Context: an optimization exercise on an open-source flow, tuned for small area and a short achievable clock period. The choices shown serve that exercise and are no tape-out recipe.
In this exercise RTL edits were held to simulation tests only and were not proved equivalent to the original.
Power and IR drop assume default switching activity.

===== design/flow/config.mk =====
export PLATFORM = sky130hd
export DESIGN_NAME = MyMain
export DESIGN_NICKNAME = MyMain
export VERILOG_FILES = /design/flow/design.v
export SDC_FILE = /design/flow/constraint.sdc
export NUM_CORES = 4
export LEC_CHECK = 0
export CAP_MARGIN = 20
export CORE_MARGIN = 2
export CORE_UTILIZATION = 40
export SLEW_MARGIN = 20

===== design/flow/constraint.sdc =====
create_clock -name core_clock -period 125.0 [get_ports {clk}]
set_input_delay 25.0000 -clock core_clock [delete_from_list [all_inputs] [get_ports {clk}]]
set_output_delay 25.0000 -clock core_clock [all_outputs]
set_load 0.01 [all_outputs]

===== design/flow/design.v =====
module SegmentDriver( Display, Number);
output[6:0] Display;
input[3:0] Number;
reg[6:0] Display;
always @*
case( Number )
	0: Display = 7'b1000000;
	1: Display = 7'b1111001;
	2: Display = 7'b0100100;
	3: Display = 7'b0110000;
	4: Display = 7'b0011001;
	5: Display = 7'b0010010;
	6: Display = 7'b0000011;
	7: Display = 7'b1111000;
	8: Display = 7'b0000000;
	9: Display = 7'b0011000;
	default: Display = 7'b0000110;
endcase
endmodule
module Keyboard(KeyData, kyClk, kyData, clk, rst);
input kyClk, kyData, clk, rst;
output reg [7:0] KeyData;
reg [4:0] q;
reg       newKbClk;
reg [7:0] tempdata;
reg [3:0] cycles;      
reg [2:0] element;     
reg       gotStart;
reg       keyup;
wire [4:0] q0 = (q >= 5'd22) ? 5'd1 : (q == 5'd21) ? 5'd21 : q + 5'd1;
wire [4:0] q1 = (q < 5'd22) ? ((q >= 5'd17) ? 5'd24 : 5'd28) : (q == 5'd28) ? 5'd28 : q + 5'd1;
wire nk0 = newKbClk && !(q == 5'd20 || q == 5'd21);     
wire nk1 = newKbClk || (q == 5'd26);                     
wire pf = newKbClk && (q == 5'd20 || q == 5'd21);
wire mid = (cycles != 4'd0) && (cycles < 4'd9);      
wire last = (cycles >= 4'd10);
wire [7:0] td0 = mid ? (tempdata & ~(8'd1 << element)) : tempdata;
wire [7:0] td1 = (mid && gotStart) ? (tempdata | (8'd1 << element)) : tempdata;
wire [2:0] el0 = last ? 3'd0 : mid ? element + 3'd1 : element;
wire [2:0] el1 = last ? 3'd0 : (mid && gotStart) ? element + 3'd1 : element;
wire [3:0] cy_f = last ? 4'd0 : cycles + 4'd1;
wire gs0 = last ? 1'b0 : 1'b1;
wire gs1 = last ? 1'b0 : gotStart;
wire [7:0] kd_s = (tempdata == 8'hf0) ? 8'hf0 : keyup ? 8'hf0 : tempdata;
wire ku_s = (tempdata == 8'hf0) ? 1'b1 : keyup ? 1'b0 : keyup;
wire [7:0] kd0 = last ? kd_s : KeyData;
wire [7:0] kd1 = (last && gotStart) ? kd_s : KeyData;
wire ku0 = last ? ku_s : keyup;
wire ku1 = (last && gotStart) ? ku_s : keyup;
wire fall = pf && !kyClk;
always @(posedge clk) begin
	if (rst) begin
		q <= 5'd21;
		newKbClk <= 1'b0;
		tempdata <= 8'd0;
		cycles <= 4'd0;
		element <= 3'd0;
		gotStart <= 1'b0;
		KeyData <= 8'd0;
		keyup <= 1'b0;
	end else begin
		q <= kyClk ? q1 : q0;
		newKbClk <= kyClk ? nk1 : nk0;
		if (fall) begin
			tempdata <= kyData ? td1 : td0;
			element <= kyData ? el1 : el0;
			cycles <= cy_f;
			gotStart <= kyData ? gs1 : gs0;
			KeyData <= kyData ? kd1 : kd0;
			keyup <= kyData ? ku1 : ku0;
		end
	end
end
endmodule
module VGADriver(R, G, B, Vsync, Hsync, sysclk, curnum0, curnum1, curnum2, curnum3, Seg0, KeyData, rst);
input sysclk, rst;
input [7:0] KeyData;
output reg [3:0] curnum0;
output [3:0] curnum1, curnum2, curnum3;
output reg [6:0] Seg0;       
output reg [3:0] R, G, B;
output reg Vsync, Hsync;
reg        iclk;
reg [9:0]  HC;
reg [9:0]  VC;
reg [1:0]  dx, dy;           
reg [9:0]  XT;
reg [8:0]  YT;
reg [5:0]  A_inc;            
reg [1:0]  A_incb;           
reg [1:0]  dxb, dyb;         
reg [9:0]  XB;
reg [8:0]  YB;
reg        c1;               
reg [8:0]  LG;
reg        win;
reg [14:0] displaycount;     
assign curnum1 = {3'b000, c1};
assign curnum2 = 4'd0;
assign curnum3 = 4'd0;
function [1:0] neg2;
	input [1:0] d;
	neg2 = 2'b00 - d;
endfunction
function sel;
	input [1:0] d;
	input pm, p0, pp;
	sel = (d == 2'b01) ? pp : (d == 2'b11) ? pm : p0;
endfunction
function [6:0] seg7;
	input [3:0] v;
	case (v)
	0: seg7 = 7'b1000000;
	1: seg7 = 7'b1111001;
	2: seg7 = 7'b0100100;
	3: seg7 = 7'b0110000;
	4: seg7 = 7'b0011001;
	5: seg7 = 7'b0010010;
	6: seg7 = 7'b0000011;
	7: seg7 = 7'b1111000;
	8: seg7 = 7'b0000000;
	9: seg7 = 7'b0011000;
	default: seg7 = 7'b0000110;
	endcase
endfunction
wire draw = (VC < 10'd512) && (HC < 10'd676);
wire flipx = sel(dxb, (XB >= 614) || (XB == 5), (XB >= 613) || (XB == 4), (XB >= 612) || (XB == 3));
wire flipy = sel(dyb, (YB >= 482) || (YB == 33), (YB >= 481) || (YB == 32), (YB >= 480) || (YB == 31));
wire [1:0] dxb1 = flipx ? neg2(dxb) : dxb;
wire [1:0] dyb1 = flipy ? neg2(dyb) : dyb;
wire outx = sel(dxb1, (XB < 5) || (XB > 640), (XB < 4) || (XB > 639), (XB < 3) || (XB > 638));
wire outy = sel(dyb1, (YB < 33) || (YB > 508), (YB < 32) || (YB > 507), (YB < 31) || (YB > 506));
wire P = outx || outy;       
wire [10:0] XmL = {1'b0, XB} - {2'b00, LG};      
wire [9:0]  XpL = XB + {1'b0, LG};               
wire xml_hi = (XmL[10:6] == 5'b11111);           
wire xpl_hi = (XpL[9:6] == 4'b1010);             
wire Gl = !P && (YB == 9'd33 || YB == 9'd34) &&
	(!XmL[10] || XmL >= 11'd2026) && (XpL < 10'd641);
reg [1:0] kdx, kdy;
always @* begin
	kdx = dx;
	kdy = dy;
	if (KeyData == 8'h1c) kdx = 2'b11;
	if (KeyData == 8'h23) kdx = 2'b01;
	if (KeyData == 8'h1d) kdy = 2'b11;
	if (KeyData == 8'h1b) kdy = 2'b01;
	if (KeyData == 8'hf0) begin kdx = 2'b00; kdy = 2'b00; end
	if ((kdx == 2'b01 && XT == 10'd644) || (kdx == 2'b11 && XT == 10'd37)) kdx = 2'b00;
	if ((kdy == 2'b01 && YT == 9'd448) || (kdy == 2'b11 && YT == 9'd1)) kdy = 2'b00;
end
wire [1:0] dx3 = Gl ? 2'b00 : kdx;
wire [1:0] dy3 = Gl ? 2'b00 : kdy;
wire [9:0]  xc = P ? 10'd308 : XB;
wire [8:0]  yc = P ? 9'd432 : YB;
wire [10:0] Dpx = {1'b0, xc} - {1'b0, XT};       
wire [9:0]  Dpy = {1'b0, yc} - {1'b0, YT};       
wire dpx_hi = (Dpx[10:6] == 5'b11111);
wire dpy_hi = (Dpy[9:6] == 4'b0000);
wire px_m = dpx_hi && (Dpx[5:0] >= 3);
wire px_0 = dpx_hi && (Dpx[5:0] >= 2) && (Dpx[5:0] <= 62);
wire px_p = dpx_hi && (Dpx[5:0] >= 1) && (Dpx[5:0] <= 61);
wire py_m = dpy_hi && (Dpy[5:0] >= 3);
wire py_0 = dpy_hi && (Dpy[5:0] >= 2) && (Dpy[5:0] <= 62);
wire py_p = dpy_hi && (Dpy[5:0] >= 1) && (Dpy[5:0] <= 61);
function postwin;
	input [5:0] v;
	input [1:0] d;
	postwin = sel(d, (v >= 32 && v <= 42) || (v >= 2 && v <= 12),
	                 (v >= 31 && v <= 41) || (v >= 1 && v <= 11),
	                 (v >= 30 && v <= 40) || (v <= 10));
endfunction
wire lx_m = xml_hi && postwin(XmL[5:0], 2'b11);
wire lx_0 = xml_hi && postwin(XmL[5:0], 2'b00);
wire lx_p = xml_hi && postwin(XmL[5:0], 2'b01);
wire rx_m = xpl_hi && postwin(XpL[5:0], 2'b11);
wire rx_0 = xpl_hi && postwin(XpL[5:0], 2'b00);
wire rx_p = xpl_hi && postwin(XpL[5:0], 2'b01);
wire gy_m = !P && (YB <= 63);
wire gy_0 = !P && (YB <= 62);
wire gy_p = !P && (YB <= 61);
wire cx_m = (XB >= 195) && (XB <= 425);
wire cx_0 = (XB >= 194) && (XB <= 424);
wire cx_p = (XB >= 193) && (XB <= 423);
wire cy_m = !P && ((YB >= 183 && YB <= 203) || (YB >= 213 && YB <= 233));
wire cy_0 = !P && ((YB >= 182 && YB <= 202) || (YB >= 212 && YB <= 232));
wire cy_p = !P && ((YB >= 181 && YB <= 201) || (YB >= 211 && YB <= 231));
reg [1:0] cdxb, cdyb;
always @* begin
	cdxb = P ? 2'b11 : dxb1;
	cdyb = dyb1;
	if (sel(cdyb, py_m, py_0, py_p) && sel(cdxb, px_m, px_0, px_p))
		cdyb = (cdyb == 2'b00) ? kdy : neg2(cdyb);
	if (sel(cdxb, px_m, px_0, px_p) && sel(cdyb, py_m, py_0, py_p))
		cdxb = (cdxb == 2'b00) ? kdx : neg2(cdxb);
	if (sel(cdyb, gy_m, gy_0, gy_p) && sel(cdxb, lx_m, lx_0, lx_p))
		cdyb = neg2(cdyb);
	if (sel(cdxb, lx_m, lx_0, lx_p) && sel(cdyb, gy_m, gy_0, gy_p))
		cdxb = neg2(cdxb);
	if (sel(cdyb, gy_m, gy_0, gy_p) && sel(cdxb, rx_m, rx_0, rx_p))
		cdyb = neg2(cdyb);
	if (sel(cdxb, rx_m, rx_0, rx_p) && sel(cdyb, gy_m, gy_0, gy_p))
		cdxb = neg2(cdxb);
	if (sel(cdyb, cy_m, cy_0, cy_p) && sel(cdxb, cx_m, cx_0, cx_p)) begin
		cdyb = neg2(cdyb);
		cdxb = neg2(cdxb);
	end
	if (sel(cdxb, cx_m, cx_0, cx_p) && sel(cdyb, cy_m, cy_0, cy_p)) begin
		cdxb = neg2(cdxb);
		cdyb = neg2(cdyb);
	end
	if (Gl) begin
		cdxb = 2'b11;
		cdyb = 2'b00;
	end
end
wire pmove = (A_inc == 6'd63);
wire bmove = (A_incb == 2'd3);
wire [1:0] sx = bmove ? cdxb : 2'b00;        
wire [1:0] sy = bmove ? cdyb : 2'b00;
wire [1:0] tx = pmove ? dx3 : 2'b00;         
wire [1:0] ty = pmove ? dy3 : 2'b00;
wire Rb = P || Gl;                            
wire [9:0] X3 = Rb ? 10'd308 : XB;
wire [8:0] Y3 = P ? 9'd432 : Gl ? 9'd332 : YB;
wire [9:0] X4 = X3 + {{8{sx[1]}}, sx};
wire [8:0] Y4 = Y3 + {{7{sy[1]}}, sy};
wire [9:0] XT4 = (Gl ? 10'd340 : XT) + {{8{tx[1]}}, tx};
wire [8:0] YT4 = (Gl ? 9'd445 : YT) + {{7{ty[1]}}, ty};
function win30;
	input [1:0] s;
	input [4:0] v;       
	win30 = sel(s, (v <= 28), (v >= 1) && (v <= 29), (v >= 2) && (v <= 30));
endfunction
wire [10:0] Hb = {1'b0, HC} - {1'b0, XB};        
wire [9:0]  Vb = VC - {1'b0, YB};                
wire [10:0] Hp = {1'b0, HC} - {1'b0, XT};        
wire [9:0]  Vp = VC - {1'b0, YT};                
wire [9:0] sxw = {{8{sx[1]}}, sx};
wire [9:0] syw = {{8{sy[1]}}, sy};
wire [9:0] bxlo = 10'd341 + sxw, bxhi = 10'd369 + sxw;
wire [9:0] bylo = 10'd433 + syw, byhi = 10'd461 + syw;
wire ball_x = Rb ? ((HC >= bxlo) && (HC <= bxhi))
                 : (Hb[10:5] == 6'b000001 && win30(sx, Hb[4:0]) && !(XB == 10'd4 && sx == 2'b11));
wire ball_y = P  ? ((VC >= bylo) && (VC <= byhi))
            : Gl ? (VC >= 333 && VC <= 361)
                 : (Vb[9:5] == 5'b00000 && win30(sy, Vb[4:0]) && !(YB == 9'd32 && sy == 2'b11));
wire pad_x = Gl ? (HC >= 341 && HC <= 369) : (Hp[10:5] == 6'b000000 && win30(tx, Hp[4:0]));
wire pad_y = Gl ? (VC >= 478 && VC <= 506) : (Vp[9:5] == 5'b00001 && win30(ty, Vp[4:0]));
wire center_on = (VC > 212) && (VC < 232) && (HC > 256) && (HC < 456);
wire [9:0] Hl = HC - {1'b0, LG};                 
wire [9:0] Hr = HC + {1'b0, LG};                 
wire post_h = Gl ? ((Hl[9:6] == 4'b0000 && Hl[5:0] >= 25 && Hl[5:0] <= 33) ||
                    (Hr[9:6] == 4'b1010 && Hr[5:0] >= 39 && Hr[5:0] <= 47))
                 : ((Hl[9:6] == 4'b0000 && Hl[5:0] <= 8) ||
                    (Hr[9:6] == 4'b1011 && Hr[5:0] <= 8));
wire post_on = (VC > 32) && (VC < 62) && post_h;
wire border_on = (HC < 41) || (HC > 671) || (VC < 37) || (VC > 507);
always @(posedge sysclk) begin
	if (rst)
		iclk <= 1'b0;
	else
		iclk <= ~iclk;
end
wire win_end = displaycount > 15'd20000;
always @(posedge sysclk) begin
	if (rst) begin
		HC <= 10'd36;
		VC <= 10'd32;
		dx <= 0;
		dy <= 0;
		XT <= 10'd340;
		YT <= 9'd445;
		A_inc <= 0;
		A_incb <= 0;
		dxb <= 2'b01;
		dyb <= 0;
		XB <= 10'd308;
		YB <= 9'd332;
		curnum0 <= 0;
		c1 <= 0;
		Seg0 <= 7'b1000000;
		LG <= 9'd37;
		win <= 0;
		displaycount <= 0;
	end else if (!iclk) begin
		if (draw) begin
			if (!win) begin
				dx <= dx3;
				dy <= dy3;
				dxb <= cdxb;
				dyb <= cdyb;
				XT <= XT4;
				YT <= YT4;
				XB <= X4;
				YB <= Y4;
				A_inc <= A_inc + 1'b1;
				A_incb <= A_incb + 1'b1;
				if (Gl) begin
					if (curnum0 == 4'd9) begin
						curnum0 <= 4'd0;
						Seg0 <= seg7(4'd0);
						c1 <= 1'b1;
					end else begin
						curnum0 <= curnum0 + 1'b1;
						Seg0 <= seg7(curnum0 + 1'b1);
					end
					LG <= LG + 9'd25;
					if (c1 && curnum0 == 4'd1) win <= 1'b1;
				end
			end else if (win_end) begin
				win <= 0;
				displaycount <= 0;
				LG <= 9'd37;
				XT <= 10'd340;
				YT <= 9'd445;
				XB <= 10'd308;
				YB <= 9'd332;
				dx <= 0;
				dy <= 0;
				dyb <= 0;
				dxb <= 2'b01;
				curnum0 <= 0;
				c1 <= 0;
				Seg0 <= 7'b1000000;
			end else
				displaycount <= displaycount + 1'b1;
		end
		if (HC >= 10'd836) begin
			HC <= 10'd37;
			VC <= (VC >= 10'd556) ? 10'd32 : VC + 1'b1;
		end else
			HC <= HC + 1'b1;
	end
end
always @(posedge sysclk) begin
	if (rst) begin
		Hsync <= 0; Vsync <= 0;
		R <= 0; G <= 0; B <= 0;
	end else if (!iclk) begin
		Hsync <= !(HC > 691 && HC < 788);
		Vsync <= !((HC >= 10'd836) ? (VC == 10'd522) : (VC == 10'd523));
		if (!draw) begin
			R <= 4'b0000; G <= 4'b0000; B <= 4'b0000;
		end else if (win) begin
			if (!win_end) begin
				R <= 4'b1111; G <= 4'b1111; B <= 4'b1111;
			end
		end else if (ball_x && ball_y) begin
			R <= 4'b1111; G <= 4'b0110; B <= 4'b0000;
		end else if (pad_x && pad_y) begin
			R <= 4'b1001; G <= 4'b1111; B <= 4'b1111;
		end else if (center_on) begin
			R <= 4'b1111; G <= 4'b0000; B <= 4'b0000;
		end else if (post_on) begin
			R <= 4'b1111; G <= 4'b1111; B <= 4'b0000;
		end else if (border_on) begin
			R <= 4'b1001; G <= 4'b1100; B <= 4'b1111;
		end else begin
			R <= 4'b1100; G <= 4'b1100; B <= 4'b1100;
		end
	end
end
endmodule
module MyMain( R, G, B,Vsync, Hsync,Display0, Display1, Display2, Display3, kyClk, kyData, clk,kd, c0, c1, c2, c3, rst);
output[3:0] R, G, B;
output Vsync, Hsync;
input kyClk, kyData, clk;
input rst;  
output[7:0] kd;
wire[7:0] KeyData;
output[ 6:0 ] Display0, Display1, Display2,Display3;
wire[3:0] curnum0, curnum1, curnum2, curnum3;
output[3:0] c0, c1, c2, c3;
assign kd = KeyData;
assign c0 = curnum0;
assign c1 = curnum1;
assign c2 = curnum2;
assign c3 = curnum3;
SegmentDriver SegmD1(Display1, curnum1);
SegmentDriver SegmD2(Display2, curnum2);
SegmentDriver SegmD3(Display3, curnum3);
Keyboard KBD(KeyData, kyClk, kyData, clk, rst);
VGADriver VGAD( R, G, B, Vsync, Hsync, clk, curnum0, curnum1, curnum2, curnum3, Display0, KeyData, rst);
endmodule

===== design/flow/run.sh =====
#!/bin/bash
# synth_recipe.tcl (not shown) runs the flow's synth.tcl, then flattens the netlist and writes it again
# the make line also repeats each setting of config.mk as NAME=value (left out here)
make -C /OpenROAD-flow-scripts/flow DESIGN_CONFIG=/design/flow/config.mk WORK_HOME=/design/flow/orfs CLKGATE_MAP_FILE= SYNTH_SCRIPT=/design/flow/synth_recipe.tcl finish

==> results.txt <==
Die area: 42,300 µm²
P&R area growth vs syn: 8.00%
Clk Tree Root Cell: clkbuf_16
Min Tclk post-route: 27.20 ns
Share of cells above drive strength 1: 0.0412
Final ANT Viol Nets: 0
DR WL/cell: 18.1 µm
RSZ-0062 raised after global routing: no
Cell Pwr Density: 10.3 nW/µm²
Drt total wl: 48,900 µm
Vias: 15,900
Synth cell count leaders: nor2_1, ha_1, a21oi_1
Max-cap violations: 0
Mapped Cells: 2,187
Sequential area share after synthesis: 0.192
Final Setup Violations: 0
WP data required: 125.29 ns
First-pass GRT wire length: 79,700 µm
Reg-to-reg critical path startpoint: VGAD.YB[8]
Synth top area cells: dfxtp_1, ha_1, nor2_1
Commonest register cell after synthesis: dfxtp_1
Yosys top cell area share: 0.192
Mux share of post-synthesis cell area: 0.0189
Num ports: 70
Clk buf depth: 2
CP startpoint: kyClk
Num Clock Sinks: 156
Nature of the critical path startpoint: primary input
HP Class: register to register
Worst slew margin: 0.389
Worst skew pair latency: 0.45 ns
Drt via density: 5.87
Worst Setup End Kind: register
Setup bufs post-CTS: 0
Setup Crit Path Kind: primary input to register
Cell Rows: 73
CTS tree: built
DRC Markers: 0
Cell with the most instances after synthesis: nor2_1
Pre-antenna DRT Iters: 8
Worst reg2reg setup slack: 104.95 ns
Lkg Pwr: 0.00731 µW
CTS H-tree depth: 4
Worst EP arrival: 27.50 ns
Final period utilization: 0.218
Nets@finish: 2,388
GRT Total Usage: 0.234
Die width: 206 µm
Average size of a mapped cell: 7.43 µm²
Post-synth cell types: 97
Synthesis-stage register bit count: 156
Worst Reg-to-Reg Cells: 86
DR iter-0 viols: 1,140
Slew @ Worst Pin: 0.914 ns
RD Place Congestion: 0.889
Hold_ws: 0.454 ns
Fmax: 0.0368 GHz
Hold Violations, Final: 0
Max IR drop VDD: 0.00000786 V
Initial antenna violation count: 0
Post-synthesis xor/xnor area fraction: 0.0609
Compound-gate portion of the synthesized area: 0.235
Antenna diode count: 0
Max FO, Critical Path: 11
Synth area leader: dfxtp_1
Post-CTS sizing: 0
Gr ovfl total: 0
Starting Density: 0.407
Critical R2R Capture: VGAD.G[0]
Outcome: no timing/DRC/antenna violations
Post-route setup TNS: 0 ns
DP HPWL: 36,400 µm
Die height: 206 µm
Port Buf Inserts: 41
Main combinational cell family by area after synthesis: simple AND/OR/NAND/NOR gates
Fin. max-slew vios: 0
Num CTS Buffers: 17
Fraction of the mapped netlist area in adder cells: 0.172
Worst Clk Skew: 0.0155 ns
Core region area: 39,900 µm²
Synth Area in Simple Gates: 0.249
CTS Hold Bufs: 0
Yosys synthesis warning count: 3
Largest net degree at the start of global routing: 70
Vias in the first global route: 15,300
EDFF count, synth: 0
Clk slew on worst S/H paths: 0.08 ns
Post-synthesis cell area: 16,300 µm²
Async set-reset flop share out of synthesis: 0
## logic make-up after synthesis
logic type                 Yosys count
xor gates and xnor gates           113
AOI/OAI and AO/OA                  586
and+or+nand+nor                    811
other                                2
DFF                                156
adders and majority gates          215
muxes                               30
buffers and inverters              274
## power breakdown
group          internal (µW)  switching, µW
sequential              52.0           5.12
clock                   30.4           24.3
combinational           27.5           41.0
total                    110           70.4
## per-layer routing
| layer | track usage | share of wire |
|---|---|---|
| met5 | 0 | 0 |
| met4 | 0.0725 | 0.024 |
| met3 | 0.0258 | 0.056 |
| met2 | 0.392 | 0.46 |
| met1 | 0.314 | 0.46 |
## area by class of cell
cell class	count	area (µm²)
Clock buffer	18	439
Timing Repair Buffer	55	513
Multi-Input combinational cell	1783	12100
Sequential cell	156	3120
Inverter	157	589
Tap cell	525	657
Fill cell	4059	22400
Clock inverter	14	160
## worst min path at each step
stage	startpoint	to	slack (ns)	depth (start not counted)
finish	VGAD.XT[1]	VGAD.XT[1]	0.45	2
global route	VGAD.XT[1]	VGAD.XT[1]	0.48	2
CTS	VGAD.XT[1]	VGAD.XT[1]	0.46	2
detailed placement	VGAD.XT[1]	VGAD.XT[1]	0.44	2
global placement	VGAD.XT[1]	VGAD.XT[1]	0.44	2
floorplan	VGAD.XT[1]	VGAD.XT[1]	0.43	2
## layout by cell type, fill, tap and decap left out, types with 63 or more instances in the layout
master / instances
nand2_1: 165
nand3_1: 64
dfxtp_1: 156
ha_1: 200
a21oi_1: 172
nor3_1: 79
inv_1: 154
nor2_1: 241
o21ai_0: 119
xnor2_1: 63
## registers in the layout, indices dropped and copies added, names as in the netlist, 2 cells and up, named ones only
register	cells
KBD.KeyData	8
KBD.cycles	4
KBD.element	3
KBD.q	5
VGAD.A_inc	6
VGAD.A_incb	2
VGAD.B	2
VGAD.G	4
VGAD.HC	10
VGAD.LG	9
VGAD.R	4
VGAD.Seg0	7
VGAD.VC	10
VGAD.XB	10
VGAD.XT	10
VGAD.YB	9
VGAD.YT	9
VGAD.curnum0	4
VGAD.displaycount	15
VGAD.dx	2
VGAD.dxb	2
VGAD.dy	2
VGAD.dyb	2
## worst max-delay path, stage by stage
cell	delay, ns
clkdlybuf4s50_1	0.52
nor3_1	0.35
and2_0	0.32
o21ai_0	0.19
nor2_1	0.56
and2_1	0.32
nand2_1	0.08
nand2_1	0.08
a21oi_1	0.06
## metrics by stage
step / cells / power (µW) / setup slack [ns] / util / cell area, µm²
2_1_floorplan: 2213 / 110 / 98.49 / - / 16400
3_3_place_gp: 2676 / 124 / 97.43 / 0.425 / 17000
3_5_place_dp: 2676 / 125 / 97.36 / 0.425 / 17000
4_1_cts: 2708 / 180 / 97.83 / 0.440 / 17600
5_1_grt: 2708 / 192 / 97.53 / 0.440 / 17600
6_report: 2708 / 180 / 97.80 / 0.440 / 17600

-- static timing again, ports no longer ideal --
The results above use ideal ports. As a check the final layout listed here was re-extracted and re-timed, cells and wires unchanged.
Step 1, drivers: a clkbuf_16 drives clk and a buf_2 each remaining input, both assumed.
Step 2 also shifts input and output timing later by t, the mid clock arrival at the registers, as if the neighbouring blocks saw the same clock.
Three values: ideal, step 1, step 2; two values: the first two.
shift t [ns]: 0.500
slack for setup (ns): 97.799 / 97.831 / 97.331
clock arrival spread, ns: 0.016 / 0.016
After both steps this run still meets setup and hold. The setup slack of this run moves by +0.032 ns with the drivers and by -0.468 ns with both steps.
